Context: an optimization exercise on an open-source flow, tuned for small area and a short achievable clock period. The choices shown serve that exercise and are no tape-out recipe.
Where RTL was checked, it was by simulation tests only, not by an equivalence proof against the original.
For runs 4 and 5, only the layout was checked, not whether the RTL still works.
Power is estimated from default activity; no workload was simulated.

==> flow/design.v, too long to show whole: its modules and the start of the top module <==
// module MUX: 15 lines
// module Adder_A: 573 lines
// module Adder_W: 357 lines
// module Adder_L: 360 lines
// module Adder_P: 329 lines
// module PG_N: 4 lines
// module Nor_Or: 3 lines
// module PG_C: 3 lines
// module Black_N: 4 lines
// module Black_P: 4 lines
// module Gray_N: 3 lines
// module Gray_P: 3 lines
// module Inv_1: 3 lines
// module Xor_2: 3 lines
// module Xnor_2: 3 lines
// module Sign_Extend: 7 lines
// module Shift_left_twice: 7 lines
// module PC: 19 lines
// module Half_Add: 4 lines
// module Register_File: 16 lines
// module ALU: 14 lines
// module Multiplier: 1261 lines
// module Booth_Enc: 4 lines
// module Booth_Sel: 3 lines
// module Booth_Sel2: 4 lines
// module Full_Add: 4 lines
// module Control_Unit: 33 lines
// module Data_Path: 78 lines
// module Reg_Hold: 3 lines
// module MIPS: 26 lines
module MIPS (
  input  wire        CLK,
  input  wire        RST,
  input  wire [31:0] instr,
  input  wire [31:0] ReadData,
  output wire [31:0] PC,
  output wire [31:0] ALUOut,
  output wire [31:0] WriteData,
  output wire        MemWrite
);
  // ...
==> flow/flow/run.sh <==
#!/bin/bash
# Layout flow: the standard synthesis and layout (standard.sh), with two
# changes to how the layout is made:
#  - the port buffers are buf_2 cells (the default choice is a slow delay
#    buffer whose footprint the resizer may not change);
#  - timing repair aims for 6.5 ns of setup slack instead of 5.
# Each step's full output goes to a log file of its own in this folder.
set -euo pipefail
export BUFFER_PORTS_ARGS="-buffer_cell sky130_fd_sc_hd__buf_2"
bash standard.sh synth > synth.log 2>&1
bash standard.sh SETUP_SLACK_MARGIN=6.5 finish > layout.log 2>&1
==> flow/standard.sh <==
#!/bin/bash
# synth_recipe.tcl (not shown) runs the flow's synth.tcl, then flattens the netlist and writes it again
# the make line also repeats each setting of config.mk as NAME=value (left out here)
make -C /OpenROAD-flow-scripts/flow DESIGN_CONFIG=/design/flow/config.mk WORK_HOME=/design/flow/orfs CLKGATE_MAP_FILE= SYNTH_SCRIPT=/design/flow/synth_recipe.tcl "${@:-finish}"
==> flow/config.mk <==
export PLATFORM = sky130hd
export DESIGN_NAME = MIPS
export DESIGN_NICKNAME = MIPS
export VERILOG_FILES = /design/flow/design.v
export SDC_FILE = /design/flow/constraint.sdc
export NUM_CORES = 8
export LEC_CHECK = 0
export CAP_MARGIN = 20
export CORE_MARGIN = 2
export CORE_UTILIZATION = 55
export CTS_BUF_LIST = sky130_fd_sc_hd__clkbuf_8
export CTS_CLUSTER_DIAMETER = 50
export CTS_CLUSTER_SIZE = 16
export PLACE_DENSITY = 0.7
export SETUP_SLACK_MARGIN = 5
export SLEW_MARGIN = 20
export SYNTH_HIERARCHICAL = 1
==> flow/constraint.sdc <==
create_clock -name core_clock -period 17.0 [get_ports {CLK}]
set_input_delay 3.4000 -clock core_clock [delete_from_list [all_inputs] [get_ports {CLK}]]
set_output_delay 3.4000 -clock core_clock [all_outputs]
set_load 0.01 [all_outputs]
==> impl_metrics.env, run 1 <==
export IMPL_outcome="no timing/DRC/antenna violations"
export IMPL_place_inst=9129
export IMPL_route_vias_total=67395
export IMPL_min_path_type="flop to flop"
export IMPL_crit_end="ALUOut[31]"
export IMPL_bufAreaShareNonClock_pct=4.794
export IMPL_buffers_excl_clock=402
export IMPL_cts_path_max_buffers=3
export IMPL_maxSlewViolCount=0
export IMPL_root_buffer="clkbuf_8"
export IMPL_cts_tree="done"
export IMPL_routed_wl_met3_um=52150
export IMPL_met1_usage_pct=57.59
export IMPL_syn_area_sq_um=65470
export IMPL_die_width_um=349.0
export IMPL_io_pins=163
export IMPL_seq_area_share_pct=32.38
export IMPL_core_area_sq_um=118100
export IMPL_grt_max_degree=99
export IMPL_final_core_util_pct=61.47
export IMPL_post_drt_wl_per_cell_um=32.54
export IMPL_crit_fanout=16
export IMPL_htreeDepth=3
export IMPL_start_util_pct=55.45
export IMPL_place_area_sq_um=68070
export IMPL_min_from="DP.RegFile[29][12]"
export IMPL_met1_length_um=102600
export IMPL_grt_pass1_vias=61940
export IMPL_grt_pass1_wl_um=424300
export IMPL_grtUsageMet3_pct=19.77
export IMPL_met2_usage_pct=67.69
export IMPL_rows=126
==> module Register_File, before the edit <==
module Register_File (
  input  [1023:0] Regs,       
  input  [31:0]   Sel,        
  input           Hit,        
  input  [31:0]   Byp,
  output [31:0]   RD
);
reg [31:0] r;
integer k;
always @* begin
  r = {32{Hit}} & Byp;
  for (k = 0; k < 32; k = k + 1)
    r = r | ({32{Sel[k]}} & Regs[32*k +: 32]);
end
assign RD = r;
endmodule
==> module Data_Path, before the edit <==
module Data_Path (
  input         CLK, RST,
  input  [31:0] instr,
  input  [31:0] ReadData,
  output [31:0] PC,
  output [31:0] ALUOut,
  output [31:0] WriteData,
  input         MemtoReg, ALUSrc, RegDst, RegWrite, Branch, Jump, Sub,
  input         SelAnd, SelOr, SelSlt, Mul
);
wire [4:0]  rs = instr[25:21];
wire [4:0]  rt = instr[20:16];
wire [4:0]  rd = instr[15:11];
wire [31:0] imm;
Sign_Extend SE (.IN(instr[15:0]), .OUT(imm));
reg  [31:0] wa, wb;
reg  [1:0]  wx;
reg  [4:0]  wd;
reg         wv;
wire [31:0] wsum, wres;
Adder_W wadd (.a(wa), .b(wb), .s(wsum));
assign wres = {wsum[31] ^ wx[1] ^ wx[0], wsum[30:0]};
reg  [31:0]   RegFile [0:31];
reg  [31:0]   valid;
wire [31:0]   wsel = wv ? (32'b1 << wd) : 32'b0;
wire [31:0]   nwres = ~wres;
wire [31:0]   nwsel = ~wsel;
wire [1023:0] rnext;
integer i;
always @(posedge CLK)
  for (i = 0; i < 32; i = i + 1)
    RegFile[i] <= rnext[32*i +: 32];
always @(posedge CLK or negedge RST)
  if (!RST) valid <= 32'b0;
  else      valid <= valid | wsel;
reg [1023:0] regs;
always @* for (i = 0; i < 32; i = i + 1) regs[32*i +: 32] = RegFile[i];
genvar gi, gj;
generate for (gi = 0; gi < 32; gi = gi + 1) begin : hr
  for (gj = 0; gj < 32; gj = gj + 1) begin : hb
    Reg_Hold h (.nwe(nwsel[gi]), .nd(nwres[gj]), .q(regs[32*gi + gj]),
                .y(rnext[32*gi + gj]));
  end
end endgenerate
wire [31:0] rok = valid & ~wsel;           
wire [31:0] A, B;
Register_File RP1 (.Regs(regs), .Sel((32'b1 << rs) & rok),
                   .Hit(wv && rs == wd), .Byp(wres), .RD(A));
Register_File RP2 (.Regs(regs), .Sel((32'b1 << rt) & rok),
                   .Hit(wv && rt == wd), .Byp(wres), .RD(B));
assign WriteData = B;
Adder_A aadd (.a(A), .b(imm), .s(ALUOut));
wire [31:0] result, ra, rb;
wire [2:0]  rx;
ALU alu (
  .SrcA(A), .SrcB(B), .Sub(Sub),
  .SelAnd(SelAnd), .SelOr(SelOr), .SelSlt(SelSlt),
  .ALUResult(result)
);
Multiplier mult (.a(A), .b(B), .ra(ra), .rb(rb), .rx(rx));
always @(posedge CLK) begin
  wa <= Mul ? ra : MemtoReg ? ReadData : ALUSrc ? ALUOut : result;
  wb <= Mul ? {rx[2], rb[30:0]} : 32'b0;     
  wx <= Mul ? rx[1:0] : 2'b0;
  wd <= RegDst ? rd : rt;
end
always @(posedge CLK or negedge RST)
  if (!RST) wv <= 1'b0;
  else      wv <= RegWrite;
reg  [31:2] pcq;
wire [31:2] pcn;
PC npc (.Cur(pcq), .Target(instr[25:0]), .Offset(imm[29:0]), .Jump(Jump),
        .Taken(Branch && A == B), .PC_next(pcn));
always @(posedge CLK or negedge RST)
  if (!RST) pcq <= 30'b0;
  else      pcq <= pcn;
assign PC = {pcq, 2'b00};
endmodule
==> run 2, diff against run 1 <==
--- a/flow/design.v
+++ b/flow/design.v
@@ -1709,14 +1709,55 @@
   input  [31:0]   Byp,
   output [31:0]   RD
 );
-reg [31:0] r;
-integer k;
-always @* begin
-  r = {32{Hit}} & Byp;
-  for (k = 0; k < 32; k = k + 1)
-    r = r | ({32{Sel[k]}} & Regs[32*k +: 32]);
-end
-assign RD = r;
+wire [32:0]   s = {Hit, Sel};
+wire [1055:0] d = {Byp, Regs};            
+wire [351:0]  y;                          
+genvar t, b;
+generate
+  for (t = 0; t < 11; t = t + 1) begin : tr
+    for (b = 0; b < 32; b = b + 2) begin : bt
+      Read_Cell c (
+        .s0(s[3*t]), .s1(s[3*t+1]), .s2(s[3*t+2]),
+        .d0({d[32*(3*t)   + b + 1], d[32*(3*t)   + b]}),
+        .d1({d[32*(3*t+1) + b + 1], d[32*(3*t+1) + b]}),
+        .d2({d[32*(3*t+2) + b + 1], d[32*(3*t+2) + b]}),
+        .y ({y[11*(b+1) + t], y[11*b + t]})
+      );
+    end
+  end
+  for (b = 0; b < 32; b = b + 1) begin : nd
+    Read_Nand n (.y(y[11*b +: 11]), .o(RD[b]));
+  end
+endgenerate
+endmodule
+module Read_Cell (input s0, s1, s2, input [1:0] d0, d1, d2, output [1:0] y);
+assign y = ~(({2{s0}} & d0) | ({2{s1}} & d1) | ({2{s2}} & d2));
+endmodule
+module Read_Nand (input [10:0] y, output o);
+assign o = ~&y;
+endmodule
+module Reg_Decode (
+  input  [4:0]  A,
+  input  [31:0] OKn,
+  output [31:0] Sel
+);
+wire [3:0] lo_n;
+wire [7:0] hi_n;
+Reg_Pre2 p2 (.a(A[1:0]), .yn(lo_n));
+Reg_Pre3 p3 (.a(A[4:2]), .yn(hi_n));
+genvar k;
+generate for (k = 0; k < 32; k = k + 1) begin : sl
+  Reg_Sel s (.an(lo_n[k % 4]), .bn(hi_n[k / 4]), .okn(OKn[k]), .y(Sel[k]));
+end endgenerate
+endmodule
+module Reg_Pre2 (input [1:0] a, output [3:0] yn);
+assign yn = ~(4'b1 << a);
+endmodule
+module Reg_Pre3 (input [2:0] a, output [7:0] yn);
+assign yn = ~(8'b1 << a);
+endmodule
+module Reg_Sel (input an, bn, okn, output y);
+assign y = ~(an | bn | okn);
 endmodule
 module ALU (
   input  [31:0] SrcA, SrcB,
@@ -3086,10 +3127,12 @@
   end
 end endgenerate
 wire [31:0] rok = valid & ~wsel;           
-wire [31:0] A, B;
-Register_File RP1 (.Regs(regs), .Sel((32'b1 << rs) & rok),
+wire [31:0] A, B, sel1, sel2;
+Reg_Decode d1 (.A(rs), .OKn(~rok), .Sel(sel1));
+Reg_Decode d2 (.A(rt), .OKn(~rok), .Sel(sel2));
+Register_File RP1 (.Regs(regs), .Sel(sel1),
                    .Hit(wv && rs == wd), .Byp(wres), .RD(A));
-Register_File RP2 (.Regs(regs), .Sel((32'b1 << rt) & rok),
+Register_File RP2 (.Regs(regs), .Sel(sel2),
                    .Hit(wv && rt == wd), .Byp(wres), .RD(B));
 assign WriteData = B;
 Adder_A aadd (.a(A), .b(imm), .s(ALUOut));
==> flow/flow/run.sh (replaced) <==
#!/bin/bash
# Layout flow: the standard synthesis and layout (standard.sh), with two
# changes to how the layout is made:
#  - the port buffers are buf_2 cells (the default choice is a slow delay
#    buffer whose footprint the resizer may not change);
#  - timing repair aims for 6.25 ns of setup slack instead of 5.
# Each step's full output goes to a log file of its own in this folder.
set -euo pipefail
export BUFFER_PORTS_ARGS="-buffer_cell sky130_fd_sc_hd__buf_2"
bash standard.sh synth > synth.log 2>&1
bash standard.sh SETUP_SLACK_MARGIN=6.25 finish > layout.log 2>&1
==> run 2 against run 1 <==
Compared with the run above:
- clock-buffer cell count increased by 16
- flip-flop and latch count is the same
- worst setup slack worse by 0.19 ns
- core utilization rose by 0.64 points
- synthesized area down 3.6%
- critical path type unchanged
- largest cell class unchanged
- highest routed layer unchanged
==> impl_metrics.env, run 2 <==
export IMPL_outcome="no timing/DRC/antenna violations"
export IMPL_worst_slack_ns=6.199
export IMPL_power_density_nw_per_um2=78.69
export IMPL_timing_fmax_ghz=0.09259
export IMPL_pwr_share_comb_pct=9.1
export IMPL_crit_family="simple AND/OR/NAND/NOR gates"
export IMPL_root_buffer="clkbuf_8"
export IMPL_power_leakage_nw=25.96
export IMPL_die_width_um=342.7
export IMPL_routabilityCongestion=0.9751
export IMPL_layout_commonest_cell="nand2_1"
export IMPL_drc=0
export IMPL_antenna_found_initial=14
export IMPL_seqPwrFrac_pct=50.9
export IMPL_route_vias_total=62508
export IMPL_switching_share_pct=28.13
export IMPL_gr_total_overflow=0
export IMPL_mostFrequentLayoutCells="1,323 x nand2_1, 1,121 x o21ai_1, 1,095 x dfxtp_1"
export IMPL_fin_setup_tns_ns=0
export IMPL_r2r_start="DP.wd[3]"
export IMPL_fin_crit_ns=10.80
export IMPL_maxSlewViolCount=0
export IMPL_synth_area_per_cell_sq_um=9.089
export IMPL_io_pins=163
export IMPL_post_drt_wl_per_cell_um=29.59
export IMPL_grt_total_usage_pct=43.62
export IMPL_syn_to_final_growth_pct=12.25
export IMPL_maxCapViolations=0
export IMPL_cts_path_max_buffers=3
export IMPL_core_area_sq_um=114000
export IMPL_first_pass_iters=15
export IMPL_startpoint_type="input port"
export IMPL_cp_slowest_stage_delay_ns=0.61
export IMPL_start_util_pct=55.33
export IMPL_worst_clock_skew_ns=0.08740
export IMPL_p_int_mw=4.006
export IMPL_min_path_type="flop to flop"
export IMPL_pwr_share_clk_pct=40.0
export IMPL_worstPathArrival_ns=7.40
export IMPL_antenna_left=0
export IMPL_required_ns=13.60
export IMPL_rr_worst_depth=29
export IMPL_port_buffers=160
export IMPL_power_total_mw=5.574
export IMPL_worstMarginPinSlew_ns=1.194
export IMPL_worstPathCellList="clkbuf_4 -> or2_4 -> buf_4 -> nor3_4 -> buf_6 -> a222oi_1 -> nand4_1 -> or3_1 -> buf_4 -> nor2_2 -> nor2_1 -> a21oi_2 -> o21ai_2 -> a21oi_2 -> o21ai_1 -> xor2_2 -> buf_2"
export IMPL_top_register="DP.RegFile"
export IMPL_clk_pin_slew_ns=0.08
export IMPL_grt_max_degree=82
export IMPL_critPathBufInv=5
export IMPL_via_per_inst=6.998
export IMPL_irDropWorstVdd_mv=0.1192
export IMPL_crit_end="ALUOut[21]"
export IMPL_post_place_ws_ns=5.102
export IMPL_insertion_delay_ns=0.90
export IMPL_crit_type="input port to output pin"
export IMPL_relSlewSlack_pct=20.12
export IMPL_syn_area_sq_um=63100
export IMPL_crit_start="instr[21]"
export IMPL_cts_tree="done"
export IMPL_drt_initial_drc_count=12029
export IMPL_rows=124
export IMPL_fin_hold_ws_ns=0.4660
export IMPL_critPathCaptureType="output pin"
export IMPL_finalSetupViolations=0
export IMPL_cts_buffers=130
export IMPL_hold_viol=0
export IMPL_slowest_stage="a222oi_1"
export IMPL_grt_pass1_vias=58255
export IMPL_fp_dieH_um=342.7
export IMPL_crit_fanout=32
export IMPL_path_depth=17
export IMPL_grt_pass1_wl_um=381900
export IMPL_htreeDepth=4
export IMPL_die_area_sq_um=117400
export IMPL_totalWireLength_um=264300
export IMPL_reg2reg_to="DP.wa[31]"
export IMPL_drive_gt1_share_pct=14.96
export IMPL_largest_reg_flops=1024
export IMPL_ys_warn_count=8
export IMPL_place_hpwl_um=167600
export IMPL_ff2ff_setup_slack_ns=7.67
export IMPL_rsz0062_at_grt="yes"
export IMPL_p_switching_mw=1.568
export IMPL_synthCells=6942
export IMPL_clock_sinks=1158
export IMPL_fin_nets=7617
export IMPL_finalCritPeriodShare_pct=63.53
==> run 2: cell type report <==
class | count | area (sq um)
clock buffers | 139 | 1913
repair buffers | 391 | 2922
clock inverters | 96 | 1171
multi-input cells | 5556 | 39140
inverters | 74 | 277.8
fillers | 9985 | 43210
well taps | 1512 | 1892
flip-flops and latches | 1158 | 23500
diodes | 6 | 15.01
==> run 2: worst min-delay path by stage <==
stage                  startpoint                  to  slack [ns]  depth (start not counted)
2_1_floorplan         DP.valid[0]         DP.valid[0]        0.43                          1
3_3_place_gp   DP.RegFile[14][20]  DP.RegFile[14][20]        0.45                          2
3_5_place_dp         DP.valid[23]        DP.valid[23]        0.45                          1
4_1_cts        DP.RegFile[16][18]  DP.RegFile[16][18]        0.47                          2
5_1_grt         DP.RegFile[17][9]   DP.RegFile[17][9]        0.48                          2
6_report       DP.RegFile[17][27]  DP.RegFile[17][27]        0.47                          2
==> run 2: worst reg2reg max path: cells and delay by family, from the launching register on <==
| family | cells | cell delay (ns) |
|---|---|---|
| flops | 1 | 0.96 |
| buf+inv | 4 | 1.82 |
| compound gates | 12 | 3.12 |
| mux | 1 | 0.16 |
| simple gates | 10 | 2.77 |
| xor+xnor | 2 | 0.39 |
==> run 2: what timing repair did <==
action	4_1_cts	5_1_grt
setup endpoints to repair	34	30
setup buffers	20	9
hold buffers	0	0
gates resized for setup	70	98
cloned	0	0
pin swaps	15	55
==> run 2: per-stage QoR <==
stage          cells  util (%)  instance area (sq um)
2_1_floorplan   6946         -                  63120
4_1_cts         8916     61.69                  70350
6_report        8932     62.11                  70830
5_1_grt         8928     62.10                  70820
3_3_place_gp    8660     58.59                  66810
3_5_place_dp    8661     58.61                  66840
==> run 2: per-layer routing <==
layer | vias up | wire length, um | part of all wire, % | track usage [%]
li1 | 27435 | - | - | -
met1 | 29174 | 95160 | 36 | 55.65
met2 | 4840 | 106500 | 40 | 61.52
met3 | 1045 | 40290 | 15 | 14.30
met4 | 14 | 22150 | 8.4 | 31.89
met5 | - | 157 | 0.059 | 0
==> run 2: power groups by stage <==
stage          sequential [mW]  combinational (mW)  clock, mW
6_report                  2.84               0.506       2.23
5_1_grt                   2.85               0.554       2.35
4_1_cts                   2.83               0.499       2.23
3_5_place_dp              2.90               0.493          0
3_3_place_gp              2.89               0.478          0
2_1_floorplan             2.90               0.324          0
==> run 3, diff against run 2 <==
--- a/flow/design.v
+++ b/flow/design.v
@@ -1709,32 +1709,43 @@
   input  [31:0]   Byp,
   output [31:0]   RD
 );
-wire [32:0]   s = {Hit, Sel};
-wire [1055:0] d = {Byp, Regs};            
-wire [351:0]  y;                          
-genvar t, b;
+wire [511:0] y;                           
+wire [127:0] g;                           
+wire [63:0]  h;                           
+genvar p, b;
 generate
-  for (t = 0; t < 11; t = t + 1) begin : tr
+  for (p = 0; p < 16; p = p + 1) begin : pr
     for (b = 0; b < 32; b = b + 2) begin : bt
-      Read_Cell c (
-        .s0(s[3*t]), .s1(s[3*t+1]), .s2(s[3*t+2]),
-        .d0({d[32*(3*t)   + b + 1], d[32*(3*t)   + b]}),
-        .d1({d[32*(3*t+1) + b + 1], d[32*(3*t+1) + b]}),
-        .d2({d[32*(3*t+2) + b + 1], d[32*(3*t+2) + b]}),
-        .y ({y[11*(b+1) + t], y[11*b + t]})
+      Read_AO c (
+        .s0(Sel[2*p]), .s1(Sel[2*p+1]),
+        .d0({Regs[32*(2*p)   + b + 1], Regs[32*(2*p)   + b]}),
+        .d1({Regs[32*(2*p+1) + b + 1], Regs[32*(2*p+1) + b]}),
+        .y ({y[16*(b+1) + p], y[16*b + p]})
       );
     end
   end
-  for (b = 0; b < 32; b = b + 1) begin : nd
-    Read_Nand n (.y(y[11*b +: 11]), .o(RD[b]));
+  for (b = 0; b < 32; b = b + 1) begin : tl
+    Read_Nand4 n0 (.a(y[16*b +: 4]),      .y(g[4*b]));
+    Read_Nand4 n1 (.a(y[16*b + 4 +: 4]),  .y(g[4*b + 1]));
+    Read_Nand4 n2 (.a(y[16*b + 8 +: 4]),  .y(g[4*b + 2]));
+    Read_Nand4 n3 (.a(y[16*b + 12 +: 4]), .y(g[4*b + 3]));
+    Read_Nor2  r0 (.a(g[4*b]),     .b(g[4*b + 1]), .y(h[2*b]));
+    Read_Nor2  r1 (.a(g[4*b + 2]), .b(g[4*b + 3]), .y(h[2*b + 1]));
+    Read_Last  l  (.h0(h[2*b]), .h1(h[2*b + 1]), .hit(Hit), .byp(Byp[b]), .o(RD[b]));
   end
 endgenerate
 endmodule
-module Read_Cell (input s0, s1, s2, input [1:0] d0, d1, d2, output [1:0] y);
-assign y = ~(({2{s0}} & d0) | ({2{s1}} & d1) | ({2{s2}} & d2));
+module Read_AO (input s0, s1, input [1:0] d0, d1, output [1:0] y);
+assign y = ~(({2{s0}} & d0) | ({2{s1}} & d1));
 endmodule
-module Read_Nand (input [10:0] y, output o);
-assign o = ~&y;
+module Read_Nand4 (input [3:0] a, output y);
+assign y = ~&a;
+endmodule
+module Read_Nor2 (input a, b, output y);
+assign y = ~(a | b);
+endmodule
+module Read_Last (input h0, h1, hit, byp, output o);
+assign o = ~(h0 & h1 & ~(hit & byp));
 endmodule
 module Reg_Decode (
   input  [4:0]  A,
==> flow/flow/run.sh (replaced) <==
#!/bin/bash
# Layout flow: the standard synthesis and layout (standard.sh), with two
# changes to how the layout is made:
#  - the port buffers are buf_2 cells (the default choice is a slow delay
#    buffer whose footprint the resizer may not change);
#  - timing repair aims for 6.75 ns of setup slack instead of 5.
# Each step's full output goes to a log file of its own in this folder.
set -euo pipefail
export BUFFER_PORTS_ARGS="-buffer_cell sky130_fd_sc_hd__buf_2"
bash standard.sh synth > synth.log 2>&1
bash standard.sh SETUP_SLACK_MARGIN=6.75 finish > layout.log 2>&1
==> run 3 against run 2 <==
Compared with the run above:
- still clean on timing, DRC and antenna
- worst setup slack improved by 0.50 ns
- sequential share of layout area decreased by 1.3 points
- global-route usage decreased by 1.9 points
- maximum frequency increased by 4.9%
- via count increased by 2.7%
- worst hold slack about the same
- synthesized area increased by 2.8%
- combinational power increased by 2%
- synthesized cell count increased by 8.3%
==> impl_metrics.env, run 3 <==
export IMPL_rsz0062_at_grt="yes"
export IMPL_grt_total_usage_pct=41.74
export IMPL_startpoint_type="input port"
export IMPL_route_vias_total=64208
export IMPL_first_pass_iters=9
export IMPL_port_buffers=160
export IMPL_via_per_inst=6.744
export IMPL_relSlewSlack_pct=18.38
export IMPL_gr_total_overflow=0
export IMPL_mostFrequentLayoutCells="1,378 x nand2_1, 1,264 x a22oi_1, 1,117 x o21ai_1"
export IMPL_multi_input_area_sq_um=41530
export IMPL_io_pins=163
export IMPL_synthCells=7518
export IMPL_crit_fanout=32
export IMPL_syn_area_sq_um=64860
export IMPL_totalWireLength_um=263200
export IMPL_stdcell_count=9521
export IMPL_place_hpwl_um=161900
export IMPL_min_from="DP.RegFile[21][16]"
export IMPL_irDropWorstVdd_mv=0.09536
export IMPL_critPathCaptureType="output pin"
export IMPL_finalCritPeriodShare_pct=60.59
export IMPL_min_path_type="flop to flop"
export IMPL_post_drt_wl_per_cell_um=27.64
export IMPL_layout_commonest_cell="nand2_1"
export IMPL_power_density_nw_per_um2=72.58
export IMPL_drive_gt1_share_pct=15.34
export IMPL_fin_setup_tns_ns=0
export IMPL_start_util_pct=55.66
export IMPL_htreeDepth=3
export IMPL_cts_path_max_buffers=3
export IMPL_antenna_found_initial=11
export IMPL_cts_tree="done"
export IMPL_syn_to_final_growth_pct=13.77
export IMPL_maxCapViolations=0
export IMPL_drc=0
export IMPL_grt_max_degree=99
export IMPL_grt_pass1_vias=60608
export IMPL_top_register="DP.RegFile"
export IMPL_timing_fmax_ghz=0.09708
export IMPL_fp_dieH_um=347.4
export IMPL_outcome="no timing/DRC/antenna violations"
export IMPL_maxSlewViolCount=0
export IMPL_antenna_left=0
export IMPL_required_ns=13.60
export IMPL_finalSetupViolations=0
export IMPL_nFillCells=10036
export IMPL_ys_warn_count=8
export IMPL_die_area_sq_um=120700
export IMPL_fin_crit_ns=10.30
export IMPL_clk_pin_slew_ns=0.09
export IMPL_r2r_start="DP.wd[2]"
export IMPL_worstPathArrival_ns=6.90
export IMPL_place_inst=9244
export IMPL_final_core_util_pct=63.33
export IMPL_root_buffer="clkbuf_8"
export IMPL_power_leakage_nw=26.99
export IMPL_rows=125
export IMPL_hold_buffers=0
export IMPL_clock_sinks=1158
export IMPL_fin_nets=8210
export IMPL_grt_pass1_wl_um=383100
export IMPL_hold_viol=0
export IMPL_crit_type="input port to output pin"
export IMPL_die_width_um=347.4
export IMPL_largest_reg_flops=1024
export IMPL_cts_buffers=112
export IMPL_drt_initial_drc_count=9284
export IMPL_synth_area_per_cell_sq_um=8.627
export IMPL_crit_start="instr[25]"
export IMPL_routabilityCongestion=0.9819
export IMPL_core_area_sq_um=116500
export IMPL_seqCellArea_sq_um=23500
export IMPL_insertion_delay_ns=0.91
export IMPL_worst_clock_skew_ns=0.06448
export IMPL_worstMarginPinSlew_ns=1.220
[run 3: changes by cell type in the layout (fill, tap and decap cells not counted), sizes merged]
| cell | before | now |
|---|---|---|
| inv | 106 | 105 |
| nor2 | 288 | 416 |
| a222oi | 704 | 0 |
| clkbuf | 142 | 137 |
| clkinv | 33 | 27 |
| diode | 6 | 5 |
| nand4 | 129 | 257 |
| nand2 | 1355 | 1419 |
| bufinv | 15 | 12 |
| a22oi | 256 | 1280 |
| or3 | 68 | 4 |
| clkinvlp | 16 | 9 |
| buf | 388 | 407 |
| bufbuf | 0 | 5 |
[run 3: report_power, final]
part | total (mW) | switching (mW) | internal [mW]
Combinational | 0.515 | 0.321 | 0.194
Sequential | 2.83 | 0.0691 | 2.76
Clock | 2.01 | 1.11 | 0.896
Total | 5.36 | 1.50 | 3.85
[run 3: stage by stage]
step | area [sq um] | total power, mW | setup WS [ns] | hold WS [ns]
4_1_cts | 72550 | 5.357 | 6.736 | 0.4664
3_3_place_gp | 68620 | 3.369 | 5.835 | 0.4481
3_5_place_dp | 68620 | 3.386 | 5.777 | 0.4521
5_1_grt | 73780 | 5.526 | 6.639 | 0.4842
6_report | 73790 | 5.356 | 6.699 | 0.4660
2_1_floorplan | 65350 | 3.229 | 6.744 | 0.4346
[run 3: layer usage]
layer | GRT usage, % | vias to the layer above | part of all wire (%)
li1 | - | 28610 | -
met2 | 60.84 | 4584 | 41
met4 | 25.48 | 12 | 7.2
met3 | 13.43 | 1095 | 15
met5 | 0.5602 | - | 0.060
met1 | 53.62 | 29907 | 37
[run 3: worst paths after layout]
path,end,slack [ns],depth (start not counted)
worst min-delay path,DP.RegFile[21][16],0.47,2
worst max-delay path,ALUOut[25],6.70,17
worst min register to register,DP.RegFile[21][16],0.47,2
min in group asynchronous,DP.pcq[3],2.74,2
max in group asynchronous,DP.valid[27],13.62,2
worst max register to register,DP.wb[30],8.06,19
[run 3: layout make-up]
type	count	share of cell area [%]
clock buffers	123	2.294
flip-flops and latches	1158	31.84
multi-input cells	6132	56.28
inverters	74	0.3764
clock inverters	79	1.263
well taps	1524	2.584
repair buffers	426	5.340
diodes	5	0.01696
[run 3: repair_timing]
item	4_1_cts	5_1_grt
gates resized for setup	222	171
cloned	9	13
setup endpoints to repair	36	28
buffers inserted	21	23
pin swaps	17	27
[run 3: critical path, cell delays in order]
cell	delay, ns
buf_4	0.20
or3b_4	0.51
nor3_4	0.25
buf_12	0.24
a22oi_1	0.14
nand4_1	0.14
nor2_4	0.08
nand3_4	0.14
buf_12	0.19
nand2_1	0.15
o21ai_2	0.28
a21oi_2	0.14
o21ai_2	0.20
a21oi_2	0.06
o21ai_1	0.21
xor2_1	0.28
buf_2	0.19
==> module PC, before the edit <==
module PC (
  input  [31:2] Cur,          
  input  [25:0] Target,       
  input  [29:0] Offset,       
  input         Jump,
  input         Taken,        
  output [31:2] PC_next
);
wire [31:2] pc4;
wire [30:0] c;
assign c[0] = 1'b1;
genvar i;
generate for (i = 0; i < 30; i = i + 1) begin : inc
  Half_Add h (.a(Cur[i+2]), .b(c[i]), .s(pc4[i+2]), .co(c[i+1]));
end endgenerate
wire [31:2] pcb;
Adder_P add (.a(Cur), .b(Offset), .s(pcb));
assign PC_next = Jump ? {pc4[31:28], Target} : Taken ? pcb : pc4;
endmodule
==> module ALU, before the edit <==
module ALU (
  input  [31:0] SrcA, SrcB,
  input         Sub,
  input         SelAnd, SelOr, SelSlt,
  output [31:0] ALUResult
);
wire [31:0] bx = Sub ? ~SrcB : SrcB;
wire [31:0] sum;
wire        co;
Adder_L add (.a(SrcA), .b(bx), .cin(Sub), .s(sum), .cout(co));
assign ALUResult = SelAnd ? (SrcA & SrcB) :
                   SelOr  ? (SrcA | SrcB) :
                   SelSlt ? {31'b0, ~co} : sum;
endmodule
==> module Control_Unit, before the edit <==
module Control_Unit (
  input      [5:0] OpCode,
  input      [5:0] Funct,
  output           MemtoReg,    
  output           MemWrite,    
  output           ALUSrc,      
  output           RegDst,      
  output           RegWrite,    
  output           Branch,      
  output           Jump,        
  output           Sub,         
  output           SelAnd, SelOr, SelSlt,
  output           Mul          
);
wire rtype = OpCode == 6'b000000;
wire addi  = OpCode == 6'b001000;
wire lw    = OpCode == 6'b100011;
wire sw    = OpCode == 6'b101011;
assign Branch   = OpCode == 6'b000100;
assign Jump     = OpCode == 6'b000010;
assign MemtoReg = lw;
assign MemWrite = sw;
assign ALUSrc   = addi | lw | sw;
assign RegDst   = rtype;
wire f_sub = Funct == 6'b100010;
wire f_slt = Funct == 6'b101010;
assign Mul      = rtype & (Funct == 6'b011100);
assign RegWrite = rtype | addi | lw;
assign SelAnd   = rtype & (Funct == 6'b100100);
assign SelOr    = rtype & (Funct == 6'b100101);
assign SelSlt   = rtype & f_slt;
assign Sub      = rtype & (f_sub | f_slt);
endmodule
==> module MIPS, before the edit <==
module MIPS (
  input  wire        CLK,
  input  wire        RST,
  input  wire [31:0] instr,
  input  wire [31:0] ReadData,
  output wire [31:0] PC,
  output wire [31:0] ALUOut,
  output wire [31:0] WriteData,
  output wire        MemWrite
);
wire MemtoReg, ALUSrc, RegDst, RegWrite, Branch, Jump, Sub;
wire SelAnd, SelOr, SelSlt, Mul;
Control_Unit CU (
  .OpCode(instr[31:26]), .Funct(instr[5:0]),
  .MemtoReg(MemtoReg), .MemWrite(MemWrite), .ALUSrc(ALUSrc),
  .RegDst(RegDst), .RegWrite(RegWrite), .Branch(Branch), .Jump(Jump),
  .Sub(Sub), .SelAnd(SelAnd), .SelOr(SelOr), .SelSlt(SelSlt), .Mul(Mul)
);
Data_Path DP (
  .CLK(CLK), .RST(RST), .instr(instr), .ReadData(ReadData),
  .PC(PC), .ALUOut(ALUOut), .WriteData(WriteData),
  .MemtoReg(MemtoReg), .ALUSrc(ALUSrc), .RegDst(RegDst), .RegWrite(RegWrite),
  .Branch(Branch), .Jump(Jump), .Sub(Sub),
  .SelAnd(SelAnd), .SelOr(SelOr), .SelSlt(SelSlt), .Mul(Mul)
);
endmodule
==> run 4, diff against run 3 <==
==> flow/design.v (replaced) <==
module MUX  #(parameter MUX_SIZE = 32)
(
 input   wire   [MUX_SIZE - 1 : 0]     IN_0,
 input   wire   [MUX_SIZE - 1 : 0]     IN_1,
 input   wire                          SEL,
 output  reg    [MUX_SIZE - 1 : 0]     OUT 
 );
  always @ (*)
    begin
     case(SEL)
	  1'b0 :  OUT = IN_0 ;       
	  1'b1 :  OUT = IN_1 ;     		
     endcase        	   
  end
endmodule
module Adder #(parameter ADDER_WIDTH = 32)
(
input  [ADDER_WIDTH - 1 : 0] IN_1 , IN_2 ,
output [ADDER_WIDTH - 1 : 0] OUT  
);
assign OUT = IN_1 + IN_2 ;
endmodule
module Sign_Extend #(parameter DATA_IN = 16 , DATA_OUT = 32 )
(
 input   [DATA_IN  - 1 : 0]  IN ,
 output  [DATA_OUT - 1 : 0]  OUT 
);
assign OUT = { {DATA_IN{IN[DATA_IN-1]} } , IN } ;  
endmodule
module Shift_left_twice #(parameter Shift_WIDTH = 32)
(
input   [Shift_WIDTH - 1 : 0]  Shift_IN ,
output  [Shift_WIDTH - 1 : 0]  Shift_OUT
);
assign Shift_OUT = Shift_IN << 2 ;
endmodule
module PC #(parameter PC_WIDTH = 32)
(
input                          CLK ,RST,
input      [PC_WIDTH - 1 : 0]   PC_reg ,
output reg [PC_WIDTH - 1 : 0]   PC 
);
always @( posedge CLK or negedge RST )
begin
if (!RST)
  PC <= 32'b0 ;
else 
  PC <= PC_reg ;
end
endmodule
module Register_File #(parameter RegAdd_WIDTH = 5 , RegFile_WIDTH = 32 , RegFile_DEPTH = 32)
(
 input                                  CLK ,RST ,
 input                                  WE3 ,
 input      [RegAdd_WIDTH - 1 : 0]      A1 , A2 , A3 ,
 input      [RegFile_WIDTH - 1 : 0]     WD3 ,
 output reg [RegFile_WIDTH - 1 : 0]     RD1 ,RD2
);
reg [RegFile_WIDTH - 1 : 0] RegFile [RegFile_DEPTH - 1 : 0] ;
integer I ;
always @(posedge CLK or negedge RST)
begin
if(!RST)   
    begin
      for (I = 0 ; I < RegFile_DEPTH ; I = I +1)
        begin
          RegFile[I] <= {RegFile_WIDTH{1'b0}}; 
        end
     end
else if (WE3) 
   RegFile[A3] <= WD3 ;
end 
always @*
begin
   RD1 = RegFile[A1] ;
   RD2 = RegFile[A2] ;
end
endmodule
module ALU #(parameter ALUResult_WIDTH = 32 ,
                       ALUIN_WIDTH   = 32 ,
					             ALUControl_WIDTH = 3  
	        )
(
input          [ALUIN_WIDTH - 1 : 0]         SrcA , SrcB , 
input          [ALUControl_WIDTH - 1 : 0]    ALUControl ,
output reg     [ALUResult_WIDTH - 1 : 0]     ALUResult ,
output reg                                   Zero_flag 
) ;
always @(*)
begin
 ALUResult = 32'b0 ;
 case (ALUControl)
 3'b000 : ALUResult = SrcA & SrcB ;
 3'b001 : ALUResult = SrcA | SrcB ;
 3'b010 : ALUResult = SrcA + SrcB ;
 3'b100 : ALUResult = SrcA - SrcB ;
 3'b101 : ALUResult = SrcA * SrcB ;
 3'b110 : begin 
           if(SrcA < SrcB)
             ALUResult = 32'b1 ; 
		   else
		     ALUResult = 32'b0 ; 
		  end
default : ALUResult = 32'b0 ;
 endcase
end
always @(*) begin
 Zero_flag = (ALUResult == 32'b0);
end 
endmodule
module Control_Unit #(parameter OpCode_WIDTH = 6 ,Funct_Width = 6 , ALUControl_WIDTH = 3 , ALUOp_WIDTH = 2)
(
 input       [OpCode_WIDTH - 1 : 0]         OpCode ,
 input       [Funct_Width  - 1 : 0]          Funct ,
 input                                       Zero_flag ,
 output  reg                                 MemtoReg ,
 output  reg                                 MemWrite ,
 output  reg                                 PCSrc ,
 output  reg [ALUControl_WIDTH - 1 : 0]      ALUControl ,
 output  reg                                 ALUSrc ,
 output  reg                                 RegDst ,
 output  reg                                 RegWrite  ,
 output  reg                                 Jump
); 
  reg [ALUOp_WIDTH - 1 : 0] ALUOp ;
  reg Branch ;
  always @(*)
  begin
    Jump     = 1'b0 ;
    ALUOp    = 2'b00 ;
    MemWrite = 1'b0 ;
    RegWrite = 1'b0 ;
    RegDst   = 1'b0 ;
    ALUSrc   = 1'b0 ;
    MemtoReg = 1'b0 ;
    Branch   = 1'b0 ;
    case (OpCode) 
      6'b10_0011 : begin      
        RegWrite = 1'b1 ;
        ALUSrc   = 1'b1 ;
        MemtoReg = 1'b1 ;
      end
      6'b10_1011 : begin    
        MemWrite = 1'b1 ;
        ALUSrc   = 1'b1 ;
        MemtoReg = 1'b1 ;
      end
      6'b00_0000 : begin    
        ALUOp    = 2'b10 ;
        RegWrite = 1'b1 ;
        RegDst   = 1'b1 ;
      end
      6'b00_1000 : begin    
        RegWrite = 1'b1 ;
        ALUSrc   = 1'b1 ;
      end
      6'b00_0100 : begin      
        ALUOp  = 2'b01 ;
        Branch = 1'b1 ;
      end
      6'b00_0010 : begin      
        Jump     = 1'b1 ;
      end
      default : begin    
        Jump     = 1'b0 ;
        ALUOp    = 2'b00 ;
        MemWrite = 1'b0 ;
        RegWrite = 1'b0 ;
        RegDst   = 1'b0 ;
        ALUSrc   = 1'b0 ;
        MemtoReg = 1'b0 ;
        Branch   = 1'b0 ;
      end
    endcase 
  end
  always @(*)
  begin
    case(ALUOp)
      2'b00 : ALUControl = 3'b010 ;
      2'b01 : ALUControl = 3'b100 ;
      2'b10 : begin 
        case (Funct)
          6'b10_0000 : ALUControl = 3'b010;
          6'b10_0010 : ALUControl = 3'b100;
          6'b10_0100 : ALUControl = 3'b000;
          6'b10_0101 : ALUControl = 3'b001;
          6'b10_1010 : ALUControl = 3'b110;
          6'b01_1100 : ALUControl = 3'b101; 
          default :    ALUControl = 3'b010;
        endcase 
      end
      default: ALUControl = 3'b010;
    endcase
  end
always @(*) begin
 PCSrc = Branch & Zero_flag ;
end
endmodule
module Data_Path 
   #(parameter MIPS_SIZE = 32 , 
			   ALUControl_WIDTH = 3 ,
			   RegAdd_WIDTH = 5  
    )
(
 input                                 CLK , RST ,
 input   [MIPS_SIZE - 1 : 0 ]          ReadData ,
 output  [MIPS_SIZE - 1 : 0 ]          WriteData ,
 output  [MIPS_SIZE - 1 : 0]           PC ,
 input   [MIPS_SIZE - 1 : 0]           instr ,
 output  [MIPS_SIZE - 1 : 0]           ALUResult ,
 output                                Zero_flag ,
 input                                 MemtoReg ,
 input                                 PCSrc ,
 input   [ALUControl_WIDTH - 1 : 0]    ALUControl ,
 input                                 ALUSrc ,
 input                                 RegDst ,
 input                                 RegWrite  ,
 input                                 Jump
);
wire  [RegAdd_WIDTH - 1 : 0]   A3_mux ;
wire  [MIPS_SIZE - 1 : 0]      WD3_Result ;
wire  [MIPS_SIZE - 1 : 0]      RD1_SrcA ;
wire  [MIPS_SIZE - 1 : 0]      SrcB_mux ;
wire  [MIPS_SIZE - 1 : 0]      Signlmm ; 
wire  [MIPS_SIZE - 1 : 0]      Signlmm_Shift ; 
wire  [MIPS_SIZE - 1 : 0]      PCPlus4 ;
wire  [MIPS_SIZE - 1 : 0]      PCBranch ;
wire  [MIPS_SIZE - 1 : 0]      Branch_mux ;
wire  [MIPS_SIZE - 1 : 0]      Shift_mux ;
wire  [MIPS_SIZE - 1 : 0]      PC_mux ;
Register_File RegFile (
.CLK(CLK) ,
.RST(RST) ,
.A1(instr[25:21]) ,
.A2(instr[20:16]) ,
.A3(A3_mux) ,
.WE3(RegWrite) ,
.WD3(WD3_Result) ,
.RD1(RD1_SrcA) ,
.RD2(WriteData)
);
MUX #(.MUX_SIZE(5)) MUX_A3 (
.IN_0(instr[20:16]) ,
.IN_1(instr[15:11]) ,
.SEL(RegDst) ,
.OUT(A3_mux)
);
MUX  MUX_Result (
.IN_0(ALUResult) ,
.IN_1(ReadData) ,
.SEL(MemtoReg) ,
.OUT(WD3_Result)
);
Sign_Extend Sign_Extend (
.IN(instr[15:0]) ,
.OUT(Signlmm) 
);
MUX  MUX_SrcB (
.IN_0(WriteData) ,
.IN_1(Signlmm) ,
.SEL(ALUSrc) ,
.OUT(SrcB_mux)
);
ALU ALU1 (
.SrcA(RD1_SrcA) ,
.SrcB(SrcB_mux) ,
.ALUControl(ALUControl) ,
.ALUResult(ALUResult) ,
.Zero_flag(Zero_flag)
);
Shift_left_twice SLT_Signlmm (
.Shift_IN(Signlmm) ,
.Shift_OUT(Signlmm_Shift)
);
Shift_left_twice SLT_PCJump (
.Shift_IN({6'd0 ,instr[25:0] }) ,
.Shift_OUT(Shift_mux)
);
Adder Adder_PCBranch(
.IN_1(Signlmm_Shift) ,
.IN_2(PCPlus4) ,
.OUT(PCBranch)
);
Adder Adder_PCPlus4(
.IN_1(PC) ,
.IN_2(32'd4) ,
.OUT(PCPlus4)
);
MUX MUX_Branch (
.IN_0(PCPlus4) ,
.IN_1(PCBranch) ,
.SEL(PCSrc) ,
.OUT(Branch_mux)
);
MUX MUX_PCJump (
.IN_0(Branch_mux) ,
.IN_1({PCPlus4[31:28],Shift_mux[27:0]}) ,
.SEL(Jump) ,
.OUT(PC_mux)
);
PC PC1 (
.CLK(CLK) ,
.RST(RST) ,
.PC_reg(PC_mux) ,
.PC(PC)
);
endmodule
module MIPS 
#( parameter    MIPS_SIZE = 32 , 
			    ALUControl_WIDTH = 3 	 
)            
(
input  wire                           CLK ,
input  wire                           RST ,
input  wire [MIPS_SIZE - 1 : 0]       instr ,
input  wire [MIPS_SIZE - 1 : 0]       ReadData ,
output wire [MIPS_SIZE - 1 : 0]       PC ,
output wire [MIPS_SIZE - 1 : 0]       ALUOut ,
output wire [MIPS_SIZE - 1 : 0]       WriteData ,
output wire                           MemWrite
);
 wire                                 Zero_flag ;
 wire                                 MemtoReg ;
 wire                                 PCSrc ;
 wire   [ALUControl_WIDTH - 1 : 0]    ALUControl ;
 wire                                 ALUSrc ;
 wire                                 RegDst ;
 wire                                 RegWrite  ;
 wire                                 Jump ;
Data_Path DP (
.CLK(CLK) ,
.RST(RST) ,
.ReadData(ReadData) ,
.WriteData(WriteData) ,
.PC(PC) ,
.instr(instr) ,
.ALUResult(ALUOut) ,
.Zero_flag(Zero_flag) ,
.MemtoReg(MemtoReg) ,
.PCSrc(PCSrc) ,
.ALUControl(ALUControl) ,
.ALUSrc(ALUSrc) ,
.RegDst(RegDst) ,
.RegWrite(RegWrite) ,
.Jump(Jump) 
);
Control_Unit CU (
.OpCode(instr[31:26]) ,
.Funct(instr[5:0]) ,
.Zero_flag(Zero_flag) ,
.MemtoReg(MemtoReg) ,
.MemWrite(MemWrite) ,
.PCSrc(PCSrc) ,
.ALUControl(ALUControl) ,
.ALUSrc(ALUSrc) ,
.RegDst(RegDst) ,
.RegWrite(RegWrite)  ,
.Jump(Jump)
);
endmodule
==> flow/run.sh (new file) <==
#!/bin/bash
# synth_recipe.tcl (not shown) runs the flow's synth.tcl, then flattens the netlist and writes it again
# the make line also repeats each setting of config.mk as NAME=value (left out here)
make -C /OpenROAD-flow-scripts/flow DESIGN_CONFIG=/design/flow/config.mk WORK_HOME=/design/flow/orfs CLKGATE_MAP_FILE= SYNTH_SCRIPT=/design/flow/synth_recipe.tcl finish
==> flow/config.mk (replaced) <==
export PLATFORM = sky130hd
export DESIGN_NAME = MIPS
export DESIGN_NICKNAME = MIPS
export VERILOG_FILES = /design/flow/design.v
export SDC_FILE = /design/flow/constraint.sdc
export NUM_CORES = 8
export LEC_CHECK = 0
export CAP_MARGIN = 20
export CORE_MARGIN = 2
export CORE_UTILIZATION = 40
export PLACE_DENSITY = 0.6
export SETUP_SLACK_MARGIN = 0.5
export SLEW_MARGIN = 20
removed: flow/flow/run.sh
removed: flow/standard.sh
==> run 4 against run 3 <==
Compared with the run above:
- still clean
- clock-buffer cell count is 51 higher
- final area is 23% higher
- largest cell class unchanged
- critical path depth grew 27
- sequential power shrank 7.1%
- wire length is 63% higher
- largest power group is now the clock network
- non-clock buffer count rose by 816
==> impl_metrics.env, run 4 <==
export IMPL_yosys_top_cells_area="dfrtp_1 36%, fa_1 11%, nand2_1 7.5%"
export IMPL_root_buffer="clkbuf_16"
export IMPL_cts_buffers=116
export IMPL_ys_warn_count=7
export IMPL_cts_path_max_buffers=3
export IMPL_antenna_left=0
export IMPL_relSlewSlack_pct=13.44
export IMPL_routabilityCongestion=1.063
export IMPL_grt_pass1_wl_um=592500
export IMPL_power_total_mw=6.349
export IMPL_io_pins=163
export IMPL_drc=0
export IMPL_clock_sinks=1054
export IMPL_cts_tree="done"
export IMPL_ys_seq_area_share_pct=35.61
export IMPL_worst_clock_skew_ns=0.08916
export IMPL_crit_type="input port to output pin"
export IMPL_maxSlewViolCount=0
export IMPL_die_width_um=434.3
export IMPL_pwr_share_comb_pct=16.2
export IMPL_worstMarginPinSlew_ns=1.298
export IMPL_synth_edf_count=0
export IMPL_grt_max_degree=167
export IMPL_rows=157
export IMPL_seqPwrFrac_pct=41.4
export IMPL_grt_total_usage_pct=45.01
export IMPL_pwr_share_clk_pct=42.4
export IMPL_cp_slowest_stage_delay_ns=0.60
export IMPL_synth_commonest_cells="1,472 x nand2_1, 1,095 x o21ai_0, 1,054 x dfrtp_1"
export IMPL_place_area_sq_um=85260
export IMPL_mostFrequentLayoutCells="1,438 x nand2_1, 1,071 x o21ai_0, 1,054 x dfrtp_1"
export IMPL_hold_buffers=0
export IMPL_totalWireLength_um=429500
export IMPL_crit_path_frequent_cell="fa_1"
export IMPL_synth_area_per_cell_sq_um=8.535
export IMPL_p_int_mw=4.463
export IMPL_stdcell_count=11945
export IMPL_syn_area_sq_um=74070
export IMPL_hold_viol=0
export IMPL_irDropWorstVdd_mv=0.09604
export IMPL_core_area_sq_um=183500
export IMPL_port_buffers=160
export IMPL_fin_nets=10089
export IMPL_finalCritPeriodShare_pct=96.03
export IMPL_synth_top_flop_cell="dfrtp_1"
export IMPL_critPathBufInv=18
export IMPL_post_drt_wl_per_cell_um=35.95
export IMPL_crit_family="adder cells"
export IMPL_synth_cell_types=107
export IMPL_yosysTopAreaCell="dfrtp_1"
export IMPL_crit_start="instr[16]"
export IMPL_place_inst=11617
export IMPL_crit_fanout=11
export IMPL_yosysTopAreaCellShare_pct=35.61
export IMPL_synth_most_common_cell="nand2_1"
export IMPL_drive_gt1_share_pct=17.45
export IMPL_ys_seq_elements=1054
export IMPL_worst_slack_ns=0.6753
export IMPL_via_per_inst=6.475
export IMPL_r2r_start="DP.RegFile.RegFile[12][12]"
export IMPL_layout_commonest_cell="nand2_1"
export IMPL_power_density_nw_per_um2=69.69
export IMPL_clk_pin_slew_ns=0.06
export IMPL_synthCells=8679
export IMPL_min_path_type="flop to flop"
export IMPL_drt_initial_drc_count=11760
export IMPL_route_vias_total=77348
export IMPL_fp_dieH_um=434.3
export IMPL_min_from="DP.RegFile.RegFile[30][5]"
export IMPL_fin_crit_ns=16.32
export IMPL_die_area_sq_um=188600
export IMPL_switching_share_pct=29.71
export IMPL_worstPathArrival_ns=12.92
export IMPL_htreeDepth=3
export IMPL_start_util_pct=40.37
export IMPL_startpoint_type="input port"
export IMPL_antenna_found_initial=33
export IMPL_place_hpwl_um=315900
export IMPL_insertion_delay_ns=0.82
export IMPL_finalSetupViolations=0
export IMPL_rsz0062_at_grt="yes"
export IMPL_largest_reg_flops=1024
export IMPL_maxCapViolations=0
export IMPL_syn_to_final_growth_pct=22.99
export IMPL_first_pass_iters=12
export IMPL_slowest_stage="fa_1"
export IMPL_final_area_sq_um=91100
export IMPL_p_switching_mw=1.886
export IMPL_grt_pass1_vias=74795
export IMPL_power_leakage_nw=41.83
export IMPL_gr_total_overflow=0
export IMPL_timing_fmax_ghz=0.06126
export IMPL_post_place_ws_ns=-0.5746
export IMPL_async_reset_ff_share_pct=100.0
export IMPL_required_ns=13.60
export IMPL_critPathCaptureType="output pin"
export IMPL_outcome="no timing/DRC/antenna violations"
==> run 4: power groups by stage <==
stage / logic [mW] / registers, mW / clock network, mW
final: 1.03 / 2.63 / 2.69
after floorplan: 0.476 / 2.66 / 0
after global routing: 1.08 / 2.63 / 2.79
after global placement: 0.956 / 2.67 / 0
after detailed placement: 0.970 / 2.67 / 0
after CTS: 0.979 / 2.63 / 2.69
==> run 4: worst min-delay path, cell delays in order (launching register included) <==
cell and delay [ns]:
dfrtp_1 0.36, nand2_1 0.05, o21ai_0 0.06
==> run 4: metal layers <==
metal | wire, um | share of wire [%] | up-vias | GRT usage (%)
li1 | - | - | 31498 | -
met1 | 160700 | 37 | 37875 | 57.41
met2 | 172300 | 40 | 6074 | 63.91
met3 | 57670 | 13 | 1871 | 15.68
met4 | 38620 | 9.0 | 30 | 30.64
met5 | 204 | 0.047 | - | 0
==> run 4: stage by stage <==
step                      TNS (ns)  utilization (%)  hold WS [ns]
final                            0            49.65        0.5044
after global routing             0            49.63        0.5281
after CTS                        0            48.91        0.5028
after detailed placement    -2.375            46.47        0.4888
after global placement      -2.038            46.45        0.4792
after floorplan                  0                -        0.4629
==> run 4: kinds of logic (layout without fill, tap and decap cells) <==
kind of cell / count (synthesis) / after routing / synth area share [%]
AOI/OAI and AO/OA: 2344 / 2344 / 20.11
xor gates and xnor gates: 144 / 144 / 1.870
adders and majority gates: 662 / 662 / 15.35
buffers and inverters: 1329 / 2110 / 7.177
DFF: 1054 / 1054 / 35.61
muxes: 104 / 104 / 1.492
other: 1 / 22 / 0.005063
and+or+nand+nor: 3041 / 3041 / 18.39
==> run 4: layout make-up <==
type / count / area (sq um)
diodes: 20 / 50.05
inverters: 650 / 2466
well taps: 2464 / 3083
flip-flops and latches: 1054 / 26380
clock buffers: 174 / 3411
clock inverters: 44 / 588.1
multi-input cells: 6297 / 44030
repair buffers: 1242 / 11100
fillers: 17773 / 92370
==> run 4: path summary, 6_finish.rpt <==
kind | slack (ns) | cells past startpoint | end
min in group asynchronous | 2.56 | 1 | DP.RegFile.RegFile[15][29]
worst min-delay path | 0.50 | 2 | DP.RegFile.RegFile[30][5]
worst min register to register | 0.50 | 2 | DP.RegFile.RegFile[30][5]
max in group asynchronous | 11.20 | 4 | DP.RegFile.RegFile[1][1]
worst max-delay path | 0.68 | 44 | ALUOut[27]
worst max register to register | 4.90 | 45 | DP.PC1.PC[25]
==> run 4: repair_timing <==
item / in CTS / in global routing
endpoints found under the setup margin: 15 / 17
pin swaps: 25 / 69
cloned: 0 / 1
resized for setup: 88 / 183
setup buffers: 25 / 63
==> run 5, diff against run 4 <==
==> flow/design.v (replaced) <==
module MUX  #(parameter MUX_SIZE = 32)
(
 input   wire   [MUX_SIZE - 1 : 0]     IN_0,
 input   wire   [MUX_SIZE - 1 : 0]     IN_1,
 input   wire                          SEL,
 output  reg    [MUX_SIZE - 1 : 0]     OUT 
 );
  always @ (*)
    begin
     case(SEL)
	  1'b0 :  OUT = IN_0 ;       
	  1'b1 :  OUT = IN_1 ;     		
     endcase        	   
  end
endmodule
module Adder #(parameter ADDER_WIDTH = 32)
(
input  [ADDER_WIDTH - 1 : 0] IN_1 , IN_2 ,
output [ADDER_WIDTH - 1 : 0] OUT  
);
assign OUT = IN_1 + IN_2 ;
endmodule
module Sign_Extend #(parameter DATA_IN = 16 , DATA_OUT = 32 )
(
 input   [DATA_IN  - 1 : 0]  IN ,
 output  [DATA_OUT - 1 : 0]  OUT 
);
assign OUT = { {DATA_IN{IN[DATA_IN-1]} } , IN } ;  
endmodule
module Shift_left_twice #(parameter Shift_WIDTH = 32)
(
input   [Shift_WIDTH - 1 : 0]  Shift_IN ,
output  [Shift_WIDTH - 1 : 0]  Shift_OUT
);
assign Shift_OUT = Shift_IN << 2 ;
endmodule
module PC (
  input             CLK, RST,
  input      [31:2] PC_next,
  output reg [31:2] PC
);
always @(posedge CLK or negedge RST)
  if (!RST) PC <= 30'b0;
  else      PC <= PC_next;
endmodule
module Register_File (
  input             CLK, RST,
  input             WE3,
  input      [4:0]  A1, A2, A3,
  input      [31:0] WD3,
  output     [31:0] RD1, RD2
);
reg [31:0] RegFile [0:31];
reg [31:0] valid;
wire [31:0] we = WE3 ? (32'b1 << A3) : 32'b0;
integer i;
always @(posedge CLK)
  for (i = 0; i < 32; i = i + 1)
    if (we[i]) RegFile[i] <= WD3;
always @(posedge CLK or negedge RST)
  if (!RST) valid <= 32'b0;
  else      valid <= valid | we;
wire [31:0] sel1 = (32'b1 << A1) & valid;
wire [31:0] sel2 = (32'b1 << A2) & valid;
reg  [31:0] r1, r2;
integer k;
always @* begin
  r1 = 32'b0; r2 = 32'b0;
  for (k = 0; k < 32; k = k + 1) begin
    r1 = r1 | ({32{sel1[k]}} & RegFile[k]);
    r2 = r2 | ({32{sel2[k]}} & RegFile[k]);
  end
end
assign RD1 = r1;
assign RD2 = r2;
endmodule
module ALU (
  input  [31:0] SrcA, RegB, Imm,
  input         ALUSrc, Sub,
  input         SelAnd, SelOr, SelSlt, SelMul,
  output [31:0] Sum,
  output [31:0] ALUResult
);
wire [31:0] b   = ALUSrc ? Imm : RegB;
wire [31:0] bx  = Sub ? ~b : b;
wire [32:0] s   = {1'b0, SrcA} + {1'b0, bx} + {32'b0, Sub};
assign Sum = s[31:0];
wire        ltu = ~s[32];
wire [31:0] prod = SrcA * RegB;
assign ALUResult = SelMul ? prod :
                   SelAnd ? (SrcA & RegB) :
                   SelOr  ? (SrcA | RegB) :
                   SelSlt ? {31'b0, ltu} : s[31:0];
endmodule
module Control_Unit (
  input      [5:0] OpCode,
  input      [5:0] Funct,
  output           MemtoReg,    
  output           MemWrite,    
  output           ALUSrc,      
  output           RegDst,      
  output           RegWrite,
  output           Branch,      
  output           Jump,        
  output           Sub,         
  output           SelAnd, SelOr, SelSlt, SelMul
);
wire rtype = OpCode == 6'b000000;
wire addi  = OpCode == 6'b001000;
wire lw    = OpCode == 6'b100011;
wire sw    = OpCode == 6'b101011;
assign Branch   = OpCode == 6'b000100;
assign Jump     = OpCode == 6'b000010;
assign MemtoReg = lw;
assign MemWrite = sw;
assign ALUSrc   = addi | lw | sw;
assign RegDst   = rtype;
assign RegWrite = rtype | addi | lw;
wire f_sub = Funct == 6'b100010;
wire f_slt = Funct == 6'b101010;
assign SelAnd = rtype & (Funct == 6'b100100);
assign SelOr  = rtype & (Funct == 6'b100101);
assign SelSlt = rtype & f_slt;
assign SelMul = rtype & (Funct == 6'b011100);
assign Sub    = (rtype & (f_sub | f_slt)) | Branch;
endmodule
module Data_Path (
  input         CLK, RST,
  input  [31:0] instr,
  input  [31:0] ReadData,
  output [31:0] PC,
  output [31:0] ALUOut,
  output [31:0] WriteData,
  input         MemtoReg, ALUSrc, RegDst, RegWrite, Branch, Jump, Sub,
  input         SelAnd, SelOr, SelSlt, SelMul
);
wire [31:0] A, B, result;
wire [31:0] imm;
Sign_Extend SE (.IN(instr[15:0]), .OUT(imm));
Register_File RF (
  .CLK(CLK), .RST(RST), .WE3(RegWrite),
  .A1(instr[25:21]), .A2(instr[20:16]),
  .A3(RegDst ? instr[15:11] : instr[20:16]),
  .WD3(MemtoReg ? ReadData : result),
  .RD1(A), .RD2(B)
);
assign WriteData = B;
ALU alu (
  .SrcA(A), .RegB(B), .Imm(imm), .ALUSrc(ALUSrc), .Sub(Sub),
  .SelAnd(SelAnd), .SelOr(SelOr), .SelSlt(SelSlt), .SelMul(SelMul),
  .Sum(ALUOut), .ALUResult(result)
);
wire [31:2] pc;
wire [31:2] pc4 = pc + 30'd1;
wire [31:2] pcb = pc4 + imm[29:0];
wire        taken = Branch & (A == B);
wire [31:2] pcn = Jump ? {pc4[31:28], instr[25:0]} : taken ? pcb : pc4;
PC pcreg (.CLK(CLK), .RST(RST), .PC_next(pcn), .PC(pc));
assign PC = {pc, 2'b00};
endmodule
module MIPS (
  input  wire        CLK,
  input  wire        RST,
  input  wire [31:0] instr,
  input  wire [31:0] ReadData,
  output wire [31:0] PC,
  output wire [31:0] ALUOut,
  output wire [31:0] WriteData,
  output wire        MemWrite
);
wire MemtoReg, ALUSrc, RegDst, RegWrite, Branch, Jump, Sub;
wire SelAnd, SelOr, SelSlt, SelMul;
Control_Unit CU (
  .OpCode(instr[31:26]), .Funct(instr[5:0]),
  .MemtoReg(MemtoReg), .MemWrite(MemWrite), .ALUSrc(ALUSrc),
  .RegDst(RegDst), .RegWrite(RegWrite), .Branch(Branch), .Jump(Jump),
  .Sub(Sub), .SelAnd(SelAnd), .SelOr(SelOr), .SelSlt(SelSlt), .SelMul(SelMul)
);
Data_Path DP (
  .CLK(CLK), .RST(RST), .instr(instr), .ReadData(ReadData),
  .PC(PC), .ALUOut(ALUOut), .WriteData(WriteData),
  .MemtoReg(MemtoReg), .ALUSrc(ALUSrc), .RegDst(RegDst), .RegWrite(RegWrite),
  .Branch(Branch), .Jump(Jump), .Sub(Sub),
  .SelAnd(SelAnd), .SelOr(SelOr), .SelSlt(SelSlt), .SelMul(SelMul)
);
endmodule
==> run 5 against run 4 <==
Compared with the run above:
- critical endpoint is now ALUOut[30]
- clock power increased by 5%
- non-clock buffer count fell by 654
- power up 17%
- critical path depth decreased by 24
- synthesized cell count fell by 19%
- final area down 10%
- flip-flop and latch count rose by 32
- still clean on timing, DRC and antenna
- sequential power up 19%
==> impl_metrics.env, run 5 <==
export IMPL_grt_max_degree=63
export IMPL_mostFrequentLayoutCells="1,079 x nand2_1, 1,024 x edfxtp_1, 602 x o22ai_1"
export IMPL_power_density_nw_per_um2=90.99
export IMPL_worstPathArrival_ns=12.67
export IMPL_syn_to_final_growth_pct=14.58
export IMPL_place_area_sq_um=77510
export IMPL_synth_most_common_cell="nand2_1"
export IMPL_cts_setup_buffers=0
export IMPL_min_path_type="flop to flop"
export IMPL_drt_initial_drc_count=13342
export IMPL_timing_fmax_ghz=0.06222
export IMPL_insertion_delay_ns=0.84
export IMPL_synth_area_per_cell_sq_um=10.14
export IMPL_yosys_top_cells_area="edfxtp_1 43%, fa_1 12%, nand2_1 5.7%"
export IMPL_grt_total_usage_pct=47.41
export IMPL_maxSlewViolCount=0
export IMPL_worstMarginPinSlew_ns=1.364
export IMPL_via_per_inst=7.297
export IMPL_cts_tree="done"
export IMPL_critPathCaptureType="output pin"
export IMPL_fin_nets=7956
export IMPL_fin_setup_tns_ns=0
export IMPL_startpoint_type="input port"
export IMPL_post_drt_wl_per_cell_um=45.49
export IMPL_antenna_found_initial=43
export IMPL_die_width_um=426.3
export IMPL_largestRegisters="DP.RF.RegFile (1024), DP.RF.valid (32), DP.pcreg.PC (30)"
export IMPL_power_leakage_nw=29.59
export IMPL_largest_reg_flops=1024
export IMPL_post_cts_resized=0
export IMPL_finalSetupViolations=0
export IMPL_die_area_sq_um=181800
export IMPL_ys_warn_count=3
export IMPL_worst_clock_skew_ns=0.05959
export IMPL_root_buffer="clkbuf_16"
export IMPL_gr_total_overflow=0
export IMPL_fin_hold_ws_ns=0.6227
export IMPL_antenna_left=0
export IMPL_finalCritPeriodShare_pct=94.54
export IMPL_final_area_sq_um=81750
export IMPL_hold_viol=0
export IMPL_syn_area_sq_um=71350
export IMPL_cts_path_max_buffers=3
export IMPL_clk_pin_slew_ns=0.06
export IMPL_fin_crit_ns=16.07
export IMPL_drc=0
export IMPL_rsz0062_at_grt="no"
export IMPL_required_ns=13.60
export IMPL_route_vias_total=70864
export IMPL_synthCells=7037
export IMPL_synth_top_flop_cell="edfxtp_1"
export IMPL_synth_edf_count=1024
export IMPL_clock_sinks=1086
export IMPL_grt_pass1_wl_um=582800
export IMPL_htreeDepth=3
export IMPL_relSlewSlack_pct=8.835
export IMPL_grt_pass1_vias=66781
export IMPL_place_hpwl_um=298600
export IMPL_maxCapViolations=0
export IMPL_drive_gt1_share_pct=11.17
export IMPL_hold_buffers=0
export IMPL_crit_type="input port to output pin"
export IMPL_first_pass_iters=11
export IMPL_yosysTopAreaCellShare_pct=43.10
export IMPL_totalWireLength_um=441700
export IMPL_yosysTopAreaCell="edfxtp_1"
export IMPL_rows=155
export IMPL_synth_cell_types=97
export IMPL_cts_buffers=117
export IMPL_fp_dieH_um=426.3
export IMPL_port_buffers=160
export IMPL_outcome="no timing/DRC/antenna violations"
export IMPL_core_area_sq_um=177800
export IMPL_async_reset_ff_share_pct=5.709
export IMPL_start_util_pct=40.12
export IMPL_crit_fanout=19
export IMPL_irDropWorstVdd_mv=0.08640
export IMPL_io_pins=163
export IMPL_ys_seq_area_share_pct=45.27
export IMPL_routabilityCongestion=1.083
export IMPL_layout_commonest_cell="nand2_1"
export IMPL_synth_commonest_cells="1,081 x nand2_1, 1,024 x edfxtp_1, 602 x o22ai_1"
export IMPL_top_register="DP.RF.RegFile"
export IMPL_ys_seq_elements=1086
run 5: changes by cell type after synthesis, sizes merged, moves of 86 or more:
cell and change:
clkbuf -165, o21ai -1014, edfxtp +1024, o22ai +590, nand2 -375, dfrtp -992
nand4 +138, a22oi -477, nand3 -86
run 5: power by group:
part	internal, mW	switching [mW]	total [mW]
clock	1.62	1.21	2.83
sequential	3.05	0.0877	3.14
combinational	0.439	1.04	1.47
run 5: layout make-up:
| cell class | count | area, sq um |
|---|---|---|
| Fill cell | 16799 | 96090 |
| Inverter | 579 | 2175 |
| Multi-Input combinational cell | 4860 | 35210 |
| Antenna cell | 27 | 67.56 |
| Sequential cell | 1086 | 32340 |
| Clock inverter | 80 | 1032 |
| Timing Repair Buffer | 588 | 4921 |
| Clock buffer | 136 | 3062 |
| Tap cell | 2355 | 2947 |
run 5: path summary, 6_finish.rpt:
check	from	end	slack, ns	depth (start not counted)
max reg2reg	DP.RF.valid[7]	DP.RF.RegFile[14][29]	4.80	35
max in group asynchronous	RST	DP.RF.valid[2]	13.37	2
min	DP.pcreg.PC[31]	DP.pcreg.PC[31]	0.62	2
max	instr[25]	ALUOut[30]	0.93	20
min reg2reg	DP.pcreg.PC[31]	DP.pcreg.PC[31]	0.62	2
min in group asynchronous	RST	DP.pcreg.PC[30]	2.87	2
run 5: metrics by stage:
stage               total power, mW  setup slack (ns)  std cells  util, %
floorplan                     3.860             3.867       7038        -
global placement              4.556            0.9537       9463    43.55
detailed placement            4.566            0.9224       9465    43.58
CTS                           7.311             1.347       9681    45.89
global route                  7.530             1.175       9690    45.94
finish                        7.438            0.9275       9711    45.97
run 5: routing by layer:
metal	wire length (um)	track usage (%)
met2	172800	64.74
met3	73830	24.63
met4	44270	35.37
met1	150300	56.08
met5	573	2.063
run 5: critical path, stage by stage:
cell and delay (ns):
clkdlybuf4s50_1 1.23, nor2b_2 1.10, nand2_1 0.91, buf_4 0.49
o2111ai_1 0.24, or4_1 0.15, or3_1 0.56, buf_4 0.47
ha_1 0.37, a21o_1 0.21, a21oi_1 0.25, o21ai_0 0.18
a311o_1 0.39, a21oi_1 0.35, a211oi_1 0.15, or3_1 0.41
o31a_1 0.28, a211oi_1 0.40, xnor2_2 0.35, clkdlybuf4s50_1 0.68
run 5: kinds of logic after synthesis:
family / synth area share (%)
other: 0.005256
muxes: 0.2420
AOI/OAI and AO/OA: 11.29
xor gates and xnor gates: 2.502
DFF: 45.27
buffers and inverters: 6.141
adders and majority gates: 15.85
and+or+nand+nor: 18.69

-- re-timing with driven ports --
The results above use ideal ports. As a check the final layouts listed here were re-extracted and re-timed, cells and wires unchanged.
Step 1 sets driving cells, clkbuf_16 on the clock port and buf_2 on the other inputs (assumed; they add their load-dependent delay and slew).
Step 2 also shifts input and output timing later by t, the mid clock arrival at the registers, as if the neighbouring blocks saw the same clock.
Three values: ideal ports, drivers, drivers and shift; two values: the first two.
run | shift t [ns] | slack for setup (ns) | pins driven straight from the clock port
run 1 | 0.998 | 6.392 / 6.351 / 5.797 | 1
run 2 | 0.937 | 6.199 / 6.173 / 5.735 | 1
run 3 | 0.961 | 6.699 / 6.672 / 6.139 | 1
run 4 | 0.871 | 0.675 / 0.537 / 0.537 | 1
run 5 | 0.891 | 0.927 / 0.904 / 0.291 | 1
After both steps setup and hold are still met in every run listed. The setup slack of run 5, which loses most, moves by -0.023 ns with the drivers and by -0.636 ns with both steps.
